This design comes from an exercise in tuning for small area, a short achievable clock period and few clock cycles on the open sky130 flow, not from production work. RTL that was checked went through simulation tests only; none was proved equivalent to the original. No functional check of the RTL was part of run 1.

==> flow/design.v, too long to show whole: its modules and the start of the top module <==
// module convolution: 2521 lines
// module conv_fa: 4 lines
// module conv_ha: 4 lines
// module L1: 41 lines
// module CONV: 156 lines
module  CONV(
	input		  clk,
	input		  reset,
	output		  busy,
	input		  ready,
	output [11:0] iaddr,
	input  [19:0] idata,
	output	 	  cwr,
	output [11:0] caddr_wr,
	output [19:0] cdata_wr,
	output	 	  crd,
	output [11:0] caddr_rd,
	input  [19:0] cdata_rd,
	output [ 2:0] csel
	);
  // ...
==> flow/flow/run.sh <==
#!/bin/bash
# The standard layout (standard.sh), with two changes to how it is made; the
# constraints are unchanged:
#  - repair_timing aims for 8.5 ns of setup slack at the design's clock period;
#  - the port buffers that buffer_ports inserts on every input and output are buf_4 cells.
# Each tool's output is in orfs/logs/; make's own output is in make.log.
set -euo pipefail
bash standard.sh SETUP_SLACK_MARGIN=8.5 "BUFFER_PORTS_ARGS=-buffer_cell sky130_fd_sc_hd__buf_4" finish > make.log 2>&1
==> flow/standard.sh <==
#!/bin/bash
# synth_recipe.tcl (not shown) runs the flow's synth.tcl, then flattens the netlist and writes it again
# the make line also repeats each setting of config.mk as NAME=value (left out here)
make -C /OpenROAD-flow-scripts/flow DESIGN_CONFIG=/design/flow/config.mk WORK_HOME=/design/flow/orfs CLKGATE_MAP_FILE= SYNTH_SCRIPT=/design/flow/synth_recipe.tcl "${@:-finish}"
==> flow/config.mk <==
export PLATFORM = sky130hd
export DESIGN_NAME = CONV
export DESIGN_NICKNAME = CONV
export VERILOG_FILES = /design/flow/design.v
export SDC_FILE = /design/flow/constraint.sdc
export NUM_CORES = 4
export LEC_CHECK = 0
export CAP_MARGIN = 20
export CORE_MARGIN = 2
export CORE_UTILIZATION = 65
export CTS_BUF_LIST = sky130_fd_sc_hd__clkbuf_8
export CTS_CLUSTER_DIAMETER = 55
export CTS_CLUSTER_SIZE = 18
export SLEW_MARGIN = 20
export SYNTH_HIERARCHICAL = 1
export SYNTH_MINIMUM_KEEP_SIZE = 0
==> flow/constraint.sdc <==
create_clock -name core_clock -period 12.0 [get_ports {clk}]
set_input_delay 2.4000 -clock core_clock [delete_from_list [all_inputs] [get_ports {clk}]]
set_output_delay 2.4000 -clock core_clock [all_outputs]
set_load 0.01 [all_outputs]
==> results.sh, run 1 <==
export IMPL_clk_share_pct=3.332
export IMPL_first_pass_iters=5
export IMPL_gp_congestion=1.069
export IMPL_start_kind="register"
export IMPL_n_all_inverters=276
export IMPL_grt_pass1_vias=26118
export IMPL_routedWlPerCell_um=32.45
export IMPL_critical_path_top_delay_family="flip-flops"
export IMPL_io_pins=105
export IMPL_coreArea_sq_um=65390
export IMPL_period_minus_slack_ns=3.695
export IMPL_cts_sinks=837
export IMPL_wl_met3_um=16800
export IMPL_synthFlopType="dfxtp_1"
export IMPL_postCtsSetupBuffers=76
export IMPL_numCtsBuffers=74
export IMPL_syn_to_final_growth_pct=12.41
export IMPL_finalSetupViolCount=0
export IMPL_relSlewSlack_pct=42.56
export IMPL_maxSlewViolCount=0
export IMPL_skew_ns=0.04317
export IMPL_synth_enable_flop_cells=0
export IMPL_ys_top_cells_by_count="fa_1, dfxtp_1, inv_1"
export IMPL_seq_share_pct=36.41
export IMPL_hold_buffers=0
export IMPL_die_y_um=260.5
export IMPL_busiest_layer="met2"
export IMPL_worst_ep_required_time_ns=9.60
export IMPL_syn_inst=2799
export IMPL_stdcell_area_sq_um=48070
export IMPL_multi_input_area_share_pct=51.04
export IMPL_synth_compound_area_share_pct=2.534
export IMPL_crit_type="register to primary output"
export IMPL_ys_ff_latch=837
export IMPL_path_cells="inv_2 -> buf_6"
export IMPL_status="complete, no violations"
export IMPL_place_inst=3733
export IMPL_clkbuf_count=76
==> module CONV, before the edit <==
module  CONV(
	input		  clk,
	input		  reset,
	output		  busy,
	input		  ready,
	output [11:0] iaddr,
	input  [19:0] idata,
	output	 	  cwr,
	output [11:0] caddr_wr,
	output [19:0] cdata_wr,
	output	 	  crd,
	output [11:0] caddr_rd,
	input  [19:0] cdata_rd,
	output [ 2:0] csel
	);
localparam LAT = 2;    
reg        busy_r, done_r, run_r;
reg        zc_r;       
reg        prv_r;      
reg [11:0] rx_r;       
wire [11:0] ra_r = rx_r ^ 12'hfc0;
reg [ 3:0] rr_r;       
reg        rv_r;       
wire       l1_last;
assign busy  = busy_r;
assign iaddr = ra_r;
wire rlast = (rr_r == 4'd9);
always @(posedge clk or posedge reset) begin
	if (reset) begin
		busy_r    <= 1'b0;
		run_r     <= 1'b0;
		zc_r      <= 1'b1;
		prv_r     <= 1'b0;
		rx_r      <= 12'd0;       
		rr_r      <= 4'd0;
		rv_r      <= 1'b0;
	end else begin
		if (!busy_r && !done_r && ready) begin
			busy_r <= 1'b1;
			run_r  <= 1'b1;
		end
		if (l1_last) begin
			busy_r <= 1'b0;
			run_r  <= 1'b0;
		end
		if (run_r) begin
			if (rlast) begin
				rr_r  <= 4'd0;
				prv_r <= !zc_r;
				if (zc_r) begin
					zc_r <= 1'b0;
					rv_r <= (ra_r[11:6] != 6'd63);
				end else if (ra_r[5:0] == 6'd63) begin
					zc_r <= 1'b1;
					rv_r <= 1'b0;
					rx_r <= (ra_r - 12'd127) ^ 12'hfc0;    
				end else begin
					rx_r <= (ra_r - 12'd575) ^ 12'hfc0;    
					rv_r <= (ra_r[11:6] != 6'd8);
				end
			end else begin
				rr_r <= rr_r + 4'd1;
				if (!zc_r) begin
					rx_r <= (ra_r + 12'd64) ^ 12'hfc0;
					rv_r <= !(rr_r == 4'd8 && ra_r[11:6] == 6'd63);
				end
			end
		end
	end
end
reg [19:0] px [0:22];
reg        vld1;                   
integer i;
always @(posedge clk) begin
	px[0] <= rv_r ? idata : 20'd0;
	for (i = 1; i < 23; i = i + 1) px[i] <= px[i-1];
end
always @(posedge clk or posedge reset) begin
	if (reset) vld1 <= 1'b0;
	else       vld1 <= run_r && prv_r && (rr_r >= 4'd2);
end
wire [19:0] res;
convolution u_conv (
	.clk(clk),
	.t0(px[0]),  .t1(px[1]),  .t2(px[2]),
	.t3(px[10]), .t4(px[11]), .t5(px[12]),
	.t6(px[20]), .t7(px[21]), .t8(px[22]),
	.res(res)
);
reg [LAT-1:0] vpipe;
always @(posedge clk or posedge reset) begin
	if (reset) vpipe <= {LAT{1'b0}};
	else       vpipe <= {vpipe, vld1};
end
wire bnext   = vpipe[LAT-1];
reg  l0_done;
wire l0_next = bnext && !l0_done;
reg        cwr_r;
reg [ 2:0] csel_r;
reg [11:0] cad_r;
reg [19:0] cdat_r;
reg [11:0] wa_r;         
reg [ 9:0] lc_r;         
wire        l1_wr;       
wire [19:0] l1_val;
assign cwr      = cwr_r;
assign csel     = csel_r;
assign caddr_wr = cad_r;
assign cdata_wr = cdat_r;
assign l1_last  = cwr_r && done_r;
always @(posedge clk or posedge reset) begin
	if (reset) begin
		cwr_r <= 1'b0; csel_r <= 3'd1;
		wa_r <= 12'd0; l0_done <= 1'b0; lc_r <= 10'd0; done_r <= 1'b0;
	end else begin
		cwr_r <= (l0_next || l1_wr) && !done_r;
		if (l0_next) begin
			csel_r <= 3'd1;
			if (wa_r[8:6] != 3'd7) wa_r <= wa_r + 12'd64;
			else if (wa_r[5:0] == 6'd63) wa_r <= wa_r + 12'd1;
			else wa_r <= wa_r - 12'd447;
			if (wa_r == 12'd4095) l0_done <= 1'b1;
		end else begin
			csel_r <= l1_wr ? 3'd3 : 3'd1;
			if (l1_wr) begin
				lc_r <= lc_r + 10'd1;
				if (lc_r == 10'd1023) done_r <= 1'b1;
			end
		end
	end
end
always @(posedge clk) begin
	if (l0_next) begin
		cad_r  <= wa_r;
		cdat_r <= res;
	end else begin
		cad_r  <= {2'b00, lc_r[9:7], lc_r[1:0], lc_r[6:2]};
		cdat_r <= l1_val;
	end
end
reg pool_on;
always @(posedge clk or posedge reset) begin
	if (reset) pool_on <= 1'b0;
	else if (l0_next && wa_r == 12'd449) pool_on <= 1'b1;    
end
L1 u_pool (
	.clk(clk),
	.reset(reset),
	.rd_next(bnext && pool_on),
	.crd(crd),
	.caddr_rd(caddr_rd),
	.cdata_rd(cdata_rd),
	.wr(l1_wr),
	.val(l1_val)
);
endmodule
==> run 2: changes to the inputs <==
--- a/flow/design.v
+++ b/flow/design.v
@@ -2596,2 +2596,3 @@
 wire       l1_last;
+reg        pool_on;    
 assign busy  = busy_r;
@@ -2620,3 +2621,3 @@
 				rr_r  <= 4'd0;
-				prv_r <= !zc_r;
+				prv_r <= !zc_r || (ra_r[11:6] == 6'd63 && pool_on);
 				if (zc_r) begin
@@ -2712,3 +2713,2 @@
 end
-reg pool_on;
 always @(posedge clk or posedge reset) begin
--- a/flow/config.mk
+++ b/flow/config.mk
@@ -9,3 +9,3 @@
 export CORE_MARGIN = 2
-export CORE_UTILIZATION = 65
+export CORE_UTILIZATION = 75
 export CTS_BUF_LIST = sky130_fd_sc_hd__clkbuf_8
==> run 2 against run 1 <==
  * Highest routed layer unchanged
  * Flip-flop and latch count stayed put
  * Final cell count is 3.0% lower
  * Worst setup slack got worse by 0.032 ns
  * Die area decreased by 13%
  * Core utilization is 11 points higher
  * Maximum frequency decreased by 0.85%
  * Critical path type unchanged
  * Sequential share of layout area is 0.34 points higher
==> results.sh, run 2 <==
export IMPL_status="complete, no violations"
export IMPL_syn_area_sq_um=42690
export IMPL_crit_type="register to primary output"
export IMPL_num_vias=25240
export IMPL_vias_per_cell=6.514
export IMPL_fin_crit_sh_pct=31.06
export IMPL_cap_violations=0
export IMPL_syn_to_final_growth_pct=11.83
export IMPL_grt_pass1_wl_um=185400
export IMPL_drt_iter0_drc=3411
export IMPL_fin_cells=3875
export IMPL_dieWidth_um=242.6
export IMPL_end_kind="primary output"
export IMPL_first_pass_iters=6
export IMPL_rsz0062_at_grt="true"
export IMPL_dp_hpwl_um=101000
export IMPL_hold_buffers=0
export IMPL_synth_enable_flop_cells=0
export IMPL_path_cells="inv_4 -> buf_6"
export IMPL_clock_path_buffers=3
export IMPL_cp_slowest_cell="dfrtp_2"
export IMPL_synthTopCellsByArea="fa_1, dfxtp_1, dfrtp_1"
export IMPL_htree_num_levels=3
export IMPL_worst_pin_slew_ns=0.9327
export IMPL_drtAntennaViolNets=0
export IMPL_syn_avg_cell_area_sq_um=15.24
export IMPL_syn_nets=3911
export IMPL_maxUsedRoutingLayer="met5"
export IMPL_yosysWarnings=11
export IMPL_synth_top_area_share_pct=45.82
export IMPL_cts_clk_slew_worst_paths_ns=0.11
export IMPL_grt_ovfl_total=0
export IMPL_final_nets=4191
export IMPL_crit_fanout=2
export IMPL_io_buffers=102
export IMPL_start_util_pct=75.85
export IMPL_syn_inst=2800
export IMPL_clk_latency_ns=0.71
export IMPL_synthFlopType="dfxtp_1"
export IMPL_fmax_mhz=268.3
export IMPL_wl_met2_um=59660
export IMPL_top_register="px"
export IMPL_cts_sinks=837
export IMPL_layout_commonest_cell="fa_1"
export IMPL_rows=87
export IMPL_synth_seq_area_share_pct=40.04
export IMPL_gr_usage_all_layers_pct=45.64
export IMPL_drcViolationCount=0
export IMPL_ys_top_cells_by_count="fa_1, dfxtp_1, inv_1"
export IMPL_async_flop_share_pct=8.005
export IMPL_routed_wl_um=133500
export IMPL_root_buffer="clkbuf_8"
export IMPL_stdcell_area_sq_um=47730
export IMPL_finalSetupViolCount=0
export IMPL_hold_violations=0
export IMPL_worst_ep_required_time_ns=9.60
export IMPL_grt_max_degree=51
export IMPL_io_pins=105
export IMPL_yosys_area_top_type="fa_1"
export IMPL_die_y_um=242.6
export IMPL_dieArea_sq_um=58840
export IMPL_antenna_found_initial=10
export IMPL_ys_ff_latch=837
export IMPL_cpPeakStageDelay_ns=0.47
export IMPL_maxSlewViolCount=0
export IMPL_wl_met1_um=43870
export IMPL_wl_met3_um=20580
export IMPL_relSlewSlack_pct=37.82
export IMPL_start_kind="register"
export IMPL_placed_cell_area_sq_um=44240
export IMPL_grt_pass1_vias=27581
export IMPL_hold_class="register to register"
export IMPL_fin_setup_tns_ns=0
export IMPL_yosysMostFrequentCell="fa_1"
export IMPL_synth_distinct_cells=75
export IMPL_skew_ns=0.05063
export IMPL_coreArea_sq_um=56280
export IMPL_routedWlPerCell_um=34.45
export IMPL_cts_tree="built"
export IMPL_place_inst=3627
export IMPL_period_minus_slack_ns=3.727
export IMPL_numCtsBuffers=68
export IMPL_largest_register_ffs=460
export IMPL_gp_congestion=1.130
export IMPL_mostFrequentLayoutCells="fa_1, dfxtp_1, inv_1"
export IMPL_crit_arrival_ns=1.33
export IMPL_drive_above_1_share_pct=23.09
## run 2: changes by cell type in the layout (fill, tap and decap cells not counted), moves of 4 or more
cell and delta:
nand2_1 -7, clkbuf_8 -4, dfxtp_4 +13, inv_4 +4, dfxtp_1 -7, inv_1 -6, dfxtp_2 -6, buf_4 +4
inv_6 -4, diode_2 -4
## run 2: worst paths after layout
kind | startpoint | depth (start not counted) | end | slack (ns)
setup / recovery | rx_r[9] | 2 | iaddr[9] | 8.27
hold / removal | px[9][16] | 0 | px[10][16] | 0.33
setup reg to reg | px[11][11] | 6 | u_conv.s1_c15_0 | 8.47
hold reg to reg | px[9][16] | 0 | px[10][16] | 0.33
max in group asynchronous | reset | 2 | u_pool.q[1] | 9.72
min in group asynchronous | reset | 2 | csel_r[1] | 1.67
## run 2: final cells by class
class | count | area (sq um)
Antenna cell | 1 | 2.502
Clock buffer | 72 | 991.0
Clock inverter | 36 | 364.1
Fill cell | 2443 | 8543
Inverter | 279 | 1251
Multi-Input combinational cell | 1651 | 24470
Sequential cell | 837 | 17540
Tap cell | 756 | 945.9
Timing Repair Buffer | 243 | 2166
## run 2: Yosys stat by module (local to each module, per instance)
module | area [sq um] | cells inside | flops+latches | copies in the design
CONV | 13090 | 888 | 542 | 1
L1 | 2904 | 229 | 77 | 1
conv_fa | 20.02 | 1 | 0 | 977
conv_ha | 12.51 | 1 | 0 | 6
convolution | 7062 | 700 | 218 | 1
## run 2: cell families after synthesis
| family | share of synthesized area, % |
|---|---|
| multiplexers | 1.202 |
| AO/OA/AOI/OAI | 2.541 |
| other | 0.01759 |
| flip-flops | 40.04 |
| buffers and inverters | 2.916 |
| AND/OR/NAND/NOR | 3.564 |
| adder cells (fa/ha/maj) | 48.49 |
| XOR/XNOR | 1.228 |
## run 2: stage by stage
stage,hold WS (ns),utilization (%),setup slack (ns)
floorplan,0.3096,-,8.698
global placement,0.3095,78.58,8.106
detailed placement,0.3121,78.60,8.000
CTS,0.3282,82.99,8.271
global route,0.3334,84.82,8.251
finish,0.3259,84.82,8.273
## run 2: worst max-delay path, delay by kind of cell (launching register included)
kind | cells | cell delay, ns
buffers and inverters | 2 | 0.16
flip-flops | 1 | 0.47
## run 2: what timing repair did
| action | in CTS | in global routing |
|---|---|---|
| pin swaps | 0 | 20 |
| gates resized for setup | 266 | 187 |
| buffers inserted | 67 | 71 |
| setup endpoints to repair | 191 | 148 |
## run 2: layer usage
metal / GRT usage (%) / vias to the layer above
met5: 0.4085 / -
met4: 22.33 / 10
met3: 21.60 / 676
met2: 68.41 / 2437
met1: 56.42 / 12858
li1: - / 9259
Testbench counts of run 2, summed over its fixed seeds: cycles 62,844.
==> run 3: changes to the inputs <==
--- a/flow/config.mk
+++ b/flow/config.mk
@@ -9,3 +9,3 @@
 export CORE_MARGIN = 2
-export CORE_UTILIZATION = 75
+export CORE_UTILIZATION = 65
 export CTS_BUF_LIST = sky130_fd_sc_hd__clkbuf_8
==> run 3 against run 2 <==
  * Still clean on timing, DRC and antenna
  * Area after synthesis is the same
  * Maximum frequency grew 0.19%
  * Synthesized cell count is the same
  * Register-to-register slack is essentially flat
  * Global-route usage shrank 5.3 points
  * First-iteration DRC count shrank 18%
  * Die area grew 15%
  * Via count shrank 4.4%
  * Critical endpoint is now iaddr[7]
==> results.sh, run 3 <==
export IMPL_finalSetupViolCount=0
export IMPL_path_buf_inv=2
export IMPL_hold_class="register to register"
export IMPL_place_inst=3727
export IMPL_fin_cells=3985
export IMPL_dp_hpwl_um=108700
export IMPL_dp_slack_ns=7.904
export IMPL_cts_sinks=837
export IMPL_clk_latency_ns=0.72
export IMPL_syn_area_sq_um=42690
export IMPL_htree_num_levels=3
export IMPL_rsz0062_at_grt="true"
export IMPL_wl_met3_um=18310
export IMPL_relSlewSlack_pct=40.98
export IMPL_io_pins=105
export IMPL_grt_pass1_wl_um=185700
export IMPL_antenna_found_initial=10
export IMPL_io_buffers=102
export IMPL_layout_commonest_cell="fa_1"
export IMPL_ys_ff_latch=837
export IMPL_largest_register_ffs=460
export IMPL_maxUsedRoutingLayer="met5"
export IMPL_status="complete, no violations"
export IMPL_clock_path_buffers=3
export IMPL_dieWidth_um=260.3
export IMPL_die_y_um=260.3
export IMPL_fin_crit_sh_pct=31.00
export IMPL_fmax_mhz=268.8
export IMPL_yosysMostFrequentCell="fa_1"
export IMPL_root_buffer="clkbuf_8"
export IMPL_hold_violations=0
export IMPL_syn_to_final_growth_pct=12.30
export IMPL_worst_pin_slew_ns=0.8846
export IMPL_grt_max_degree=51
export IMPL_final_seq_area_sq_um=17500
export IMPL_fin_hold_ws_ns=0.3099
export IMPL_coreArea_sq_um=64700
export IMPL_cts_tree="built"
export IMPL_fin_setup_tns_ns=0
export IMPL_grt_ovfl_total=0
export IMPL_reg2reg_depth=7
export IMPL_skew_ns=0.04541
export IMPL_gr_usage_all_layers_pct=40.37
export IMPL_cts_clk_slew_worst_paths_ns=0.11
export IMPL_drt_iter0_drc=2783
export IMPL_syn_inst=2800
export IMPL_yosys_area_top_type="fa_1"
export IMPL_dieArea_sq_um=67740
export IMPL_maxSlewViolCount=0
export IMPL_cpPeakStageDelay_ns=0.44
export IMPL_synthFlopType="dfxtp_1"
export IMPL_crit_arrival_ns=1.32
export IMPL_synthTopCellsByArea="fa_1, dfxtp_1, dfrtp_1"
export IMPL_start_kind="register"
export IMPL_routedWlPerCell_um=33.27
export IMPL_ys_top_cells_by_count="fa_1, dfxtp_1, inv_1"
export IMPL_synth_enable_flop_cells=0
export IMPL_synth_top_area_share_pct=45.82
export IMPL_worst_ep_required_time_ns=9.60
export IMPL_drtAntennaViolNets=0
export IMPL_synth_seq_area_share_pct=40.04
export IMPL_yosysWarnings=11
export IMPL_cap_violations=0
export IMPL_numCtsBuffers=73
export IMPL_num_vias=24125
export IMPL_wl_met1_um=50140
export IMPL_end_kind="primary output"
export IMPL_crit_type="register to primary output"
export IMPL_vias_per_cell=6.054
export IMPL_drive_above_1_share_pct=22.73
export IMPL_synth_distinct_cells=75
export IMPL_rows=93
export IMPL_n_fill_cell=3760
export IMPL_critical_path_top_delay_family="flip-flops"
export IMPL_mostFrequentLayoutCells="fa_1, dfxtp_1, inv_1"
export IMPL_finalWorstSetupSlack_ns=8.280
export IMPL_holdPathStages=0
export IMPL_path_cells="inv_4 -> buf_6"
export IMPL_wl_met2_um=58440
export IMPL_cp_depth=2
export IMPL_crit_fanout=2
export IMPL_start_util_pct=65.98
export IMPL_multi_input_area_sq_um=24490
export IMPL_async_flop_share_pct=8.005
export IMPL_cp_slowest_cell="dfrtp_2"
export IMPL_grt_pass1_vias=26535
export IMPL_top_register="px"
export IMPL_hold_buffers=0
export IMPL_routed_wl_um=132600
export IMPL_syn_nets=3911
export IMPL_period_minus_slack_ns=3.720
export IMPL_drcViolationCount=0
export IMPL_final_nets=4188
export IMPL_syn_avg_cell_area_sq_um=15.24
export IMPL_first_pass_iters=8
export IMPL_gp_congestion=1.074
run 3: layout make-up:
type | instances | share of cell area, %
Clock inverter | 45 | 0.9814
Multi-Input combinational cell | 1651 | 51.08
Antenna cell | 6 | 0.03132
Clock buffer | 77 | 2.211
Sequential cell | 837 | 36.50
Tap cell | 855 | 2.232
Inverter | 279 | 2.548
Timing Repair Buffer | 235 | 4.411
run 3: per-module statistics from Yosys (local to each module, per instance):
module	times used	flops+latches	area (sq um)	cells inside
CONV	1	542	13090	888
conv_ha	6	0	12.51	1
convolution	1	218	7062	700
conv_fa	977	0	20.02	1
L1	1	77	2904	229
run 3: worst register-to-register path, delay by kind of cell (launching register included):
kind / cells / cell delay [ns]
fa+ha+maj: 5 / 2.65
flops: 1 / 0.40
buf+inv: 2 / 0.36
run 3: repair_timing:
item                       4_1_cts  5_1_grt
setup buffers                   76       53
resized for setup              306      118
setup endpoints to repair      190      144
pin swaps                        1       23
run 3: worst paths after layout:
kind | end | slack [ns] | from
worst max register to register | u_conv.s1_c20_0 | 8.48 | px[0][6]
worst max-delay path | iaddr[7] | 8.28 | rx_r[7]
worst min register to register | px[18][4] | 0.31 | px[17][4]
min in group asynchronous | wa_r[6] | 1.68 | reset
worst min-delay path | px[18][4] | 0.31 | px[17][4]
max in group asynchronous | u_pool.q[0] | 9.75 | reset
run 3: through the flow:
stage | utilization (%) | instance area [sq um]
floorplan | - | 42690
global placement | 68.55 | 44350
detailed placement | 68.55 | 44350
CTS | 72.93 | 47190
global route | 74.08 | 47930
finish | 74.09 | 47930
run 3: routing by layer:
metal	up-vias	global-route usage, %
met2	1703	60.16
met4	6	14.29
li1	9274	-
met3	338	17.02
met1	12804	53.96
met5	-	0
run 3: logic make-up after synthesis:
family / after synthesis / synth area share, %
multiplexers: 45 / 1.202
AND/OR/NAND/NOR: 313 / 3.564
XOR/XNOR: 59 / 1.228
flip-flops: 837 / 40.04
other: 2 / 0.01759
adder cells (fa/ha/maj): 1068 / 48.49
buffers and inverters: 312 / 2.916
AO/OA/AOI/OAI: 164 / 2.541
==> run 4: changes to the inputs <==
--- a/flow/config.mk
+++ b/flow/config.mk
@@ -10,5 +10,5 @@
 export CORE_UTILIZATION = 65
-export CTS_BUF_LIST = sky130_fd_sc_hd__clkbuf_8
-export CTS_CLUSTER_DIAMETER = 55
-export CTS_CLUSTER_SIZE = 18
+export CTS_BUF_LIST = sky130_fd_sc_hd__clkbuf_16
+export CTS_CLUSTER_DIAMETER = 80
+export CTS_CLUSTER_SIZE = 30
 export SLEW_MARGIN = 20
==> run 4 against run 3 <==
  * Core utilization rose by 0.093 points
  * Non-clock buffer count is 5 higher
  * Cell area up 0.13%
  * Worst setup slack improved by 0.076 ns
  * Die area stayed put
  * First-iteration DRC count rose by 2.6%
  * Synthesized cell count did not move
  * Flip-flop and latch count unchanged
  * Global-route usage up 0.28 points
  * Clock skew increased by 0.0042 ns
  * Critical path type unchanged
  * Highest routed layer unchanged
==> results.sh, run 4 <==
export IMPL_wl_met1_um=50460
export IMPL_cpPeakStageDelay_ns=0.45
export IMPL_cts_tree="built"
export IMPL_syn_avg_cell_area_sq_um=15.24
export IMPL_layout_commonest_cell="fa_1"
export IMPL_maxSlewViolCount=0
export IMPL_routed_wl_um=133200
export IMPL_hold_path_end="px[16][14]"
export IMPL_dieArea_sq_um=67740
export IMPL_async_flop_share_pct=8.005
export IMPL_num_vias=24058
export IMPL_grt_pass1_wl_um=186900
export IMPL_syn_to_final_growth_pct=12.44
export IMPL_grt_pass1_vias=26398
export IMPL_path_cells="inv_4 -> buf_6"
export IMPL_vias_per_cell=6.111
export IMPL_final_nets=4162
export IMPL_yosys_area_top_type="fa_1"
export IMPL_cap_violations=0
export IMPL_synth_seq_area_share_pct=40.04
export IMPL_crit_fanout=2
export IMPL_yosysWarnings=11
export IMPL_status="complete, no violations"
export IMPL_worst_ep_required_time_ns=9.60
export IMPL_finalSetupViolCount=0
export IMPL_r2r_setup_slack_ns=8.43
export IMPL_wl_met2_um=58870
export IMPL_end_kind="primary output"
export IMPL_coreArea_sq_um=64700
export IMPL_maxUsedRoutingLayer="met5"
export IMPL_clock_path_buffers=3
export IMPL_r2r_end="u_conv.s1_c12_1"
export IMPL_crit_arrival_ns=1.24
export IMPL_drcViolationCount=0
export IMPL_routedWlPerCell_um=33.82
export IMPL_rr_startpoint="px[0][9]"
export IMPL_numCtsBuffers=42
export IMPL_synthFlopType="dfxtp_1"
export IMPL_hold_buffers=0
export IMPL_ys_ff_latch=837
export IMPL_synth_enable_flop_cells=0
export IMPL_period_minus_slack_ns=3.644
export IMPL_io_buffers=102
export IMPL_n_fill_cell=3755
export IMPL_start_util_pct=65.98
export IMPL_gp_congestion=1.074
export IMPL_first_pass_iters=6
export IMPL_io_pins=105
export IMPL_rows=93
export IMPL_antenna_found_initial=5
export IMPL_skew_ns=0.04957
export IMPL_synth_distinct_cells=75
export IMPL_cp_slowest_cell="dfrtp_2"
export IMPL_synthTopCellsByArea="fa_1, dfxtp_1, dfrtp_1"
export IMPL_grt_ovfl_total=0
export IMPL_worstHoldStart="px[15][14]"
export IMPL_drt_iter0_drc=2856
export IMPL_grt_max_degree=51
export IMPL_largest_register_ffs=460
export IMPL_holdPathStages=0
export IMPL_start_kind="register"
export IMPL_gr_usage_all_layers_pct=40.65
export IMPL_worst_pin_slew_ns=0.8784
export IMPL_hold_class="register to register"
export IMPL_drtAntennaViolNets=0
export IMPL_top_register="px"
export IMPL_dp_hpwl_um=108700
export IMPL_wl_met3_um=17730
export IMPL_synth_top_area_share_pct=45.82
export IMPL_fin_setup_tns_ns=0
export IMPL_syn_area_sq_um=42690
export IMPL_die_y_um=260.3
export IMPL_reg2reg_depth=7
export IMPL_syn_inst=2800
export IMPL_ys_top_cells_by_count="fa_1, dfxtp_1, inv_1"
export IMPL_clk_latency_ns=0.65
export IMPL_drive_above_1_share_pct=22.03
export IMPL_mostFrequentLayoutCells="fa_1, dfxtp_1, inv_1"
export IMPL_root_buffer="clkbuf_16"
export IMPL_rsz0062_at_grt="true"
export IMPL_yosysMostFrequentCell="fa_1"
export IMPL_fmax_mhz=274.5
export IMPL_dieWidth_um=260.3
export IMPL_htree_num_levels=2
export IMPL_relSlewSlack_pct=41.39
export IMPL_syn_nets=3911
export IMPL_cts_sinks=837
export IMPL_cts_clk_slew_worst_paths_ns=0.11
export IMPL_crit_type="register to primary output"
export IMPL_hold_violations=0
export IMPL_fin_crit_sh_pct=30.36
==> run 4: worst max path at each step <==
| stage | start | endpoint | depth (start not counted) |
|---|---|---|---|
| 2_1_floorplan | px[12][1] | u_conv.s1_c9_2 | 6 |
| 3_3_place_gp | px[12][6] | u_conv.s1_c14_1 | 6 |
| 3_5_place_dp | px[12][6] | u_conv.s1_c12_1 | 6 |
| 4_1_cts | rx_r[9] | iaddr[9] | 2 |
| 5_1_grt | rx_r[6] | iaddr[6] | 2 |
| 6_report | rx_r[7] | iaddr[7] | 2 |
==> run 4: metrics by stage <==
stage	worst slack (ns)	area, sq um	hold WS (ns)	instances	utilization [%]
3_5_place_dp	7.904	44350	0.3121	3727	68.55
6_report	8.356	47990	0.3130	3937	74.18
3_3_place_gp	7.921	44350	0.3095	3727	68.55
4_1_cts	8.357	47180	0.3208	3880	72.93
5_1_grt	8.328	47980	0.3259	3933	74.17
2_1_floorplan	8.698	42690	0.3096	2800	-
==> run 4: layout make-up <==
cell class / count / area, sq um / share of cell area [%]
clock inverter: 28 / 404.1 / 0.8420
tap: 855 / 1070 / 2.229
antenna: 4 / 10.01 / 0.02086
timing repair buffer: 240 / 2177 / 4.536
sequential: 837 / 17520 / 36.50
inverter: 279 / 1240 / 2.583
clock buffer: 43 / 1076 / 2.242
multi-input combinational: 1651 / 24500 / 51.04
==> run 4: kinds of logic after synthesis <==
group	after synthesis	synth area share, %
flops	837	40.04
simple gates	313	3.564
buf+inv	312	2.916
fa+ha+maj	1068	48.49
mux	45	1.202
other cells	2	0.01759
compound gates	164	2.541
xor+xnor	59	1.228
==> run 4: Yosys stat by module, one instance, submodules excluded <==
module	flops+latches	cells inside
CONV	542	888
L1	77	229
conv_fa	0	1
conv_ha	0	1
convolution	218	700
==> run 4: repair_timing <==
| item | in CTS | in global routing |
|---|---|---|
| setup endpoints to repair | 182 | 144 |
| pin swaps | 4 | 38 |
| setup buffers | 82 | 52 |
| gates resized for setup | 307 | 137 |
==> run 4: metal layers <==
layer / vias up / track usage [%]
li1: 9199 / -
met1: 12730 / 54.36
met2: 1756 / 60.83
met3: 369 / 16.97
met4: 4 / 14.05
met5: - / 0
==> run 4: worst max-delay path, delay by kind of cell (launching register included) <==
kind     cells  cell delay (ns)
buf+inv      2             0.17
flops        1             0.45

[separate check: timing with driven ports]
Ports are ideal in the flow. The routed layouts listed here were re-timed in OpenROAD. Step 1 sets driving cells, clkbuf_16 on the clock port and buf_2 on the other inputs (assumed; they add their load-dependent delay and slew). Step 2 times the ports against the registers' clock, not the clock port: input delays grow and output delays shrink by t, the midpoint of the rising clock arrivals with the driver on. Slacks: no drivers / after step 1 / after step 2; pairs: no drivers / after step 1.
run | shift t [ns] | slack for setup (ns) | worst slew at a driven data input, ns
run 1 | 0.747 | 8.305 / 8.245 / 8.513 | 0.05
run 2 | 0.744 | 8.273 / 8.212 / 8.475 | 0.06
run 3 | 0.753 | 8.280 / 8.220 / 8.479 | 0.05
run 4 | 0.686 | 8.356 / 8.292 / 8.427 | 0.05
After both steps setup and hold are still met in every run listed.
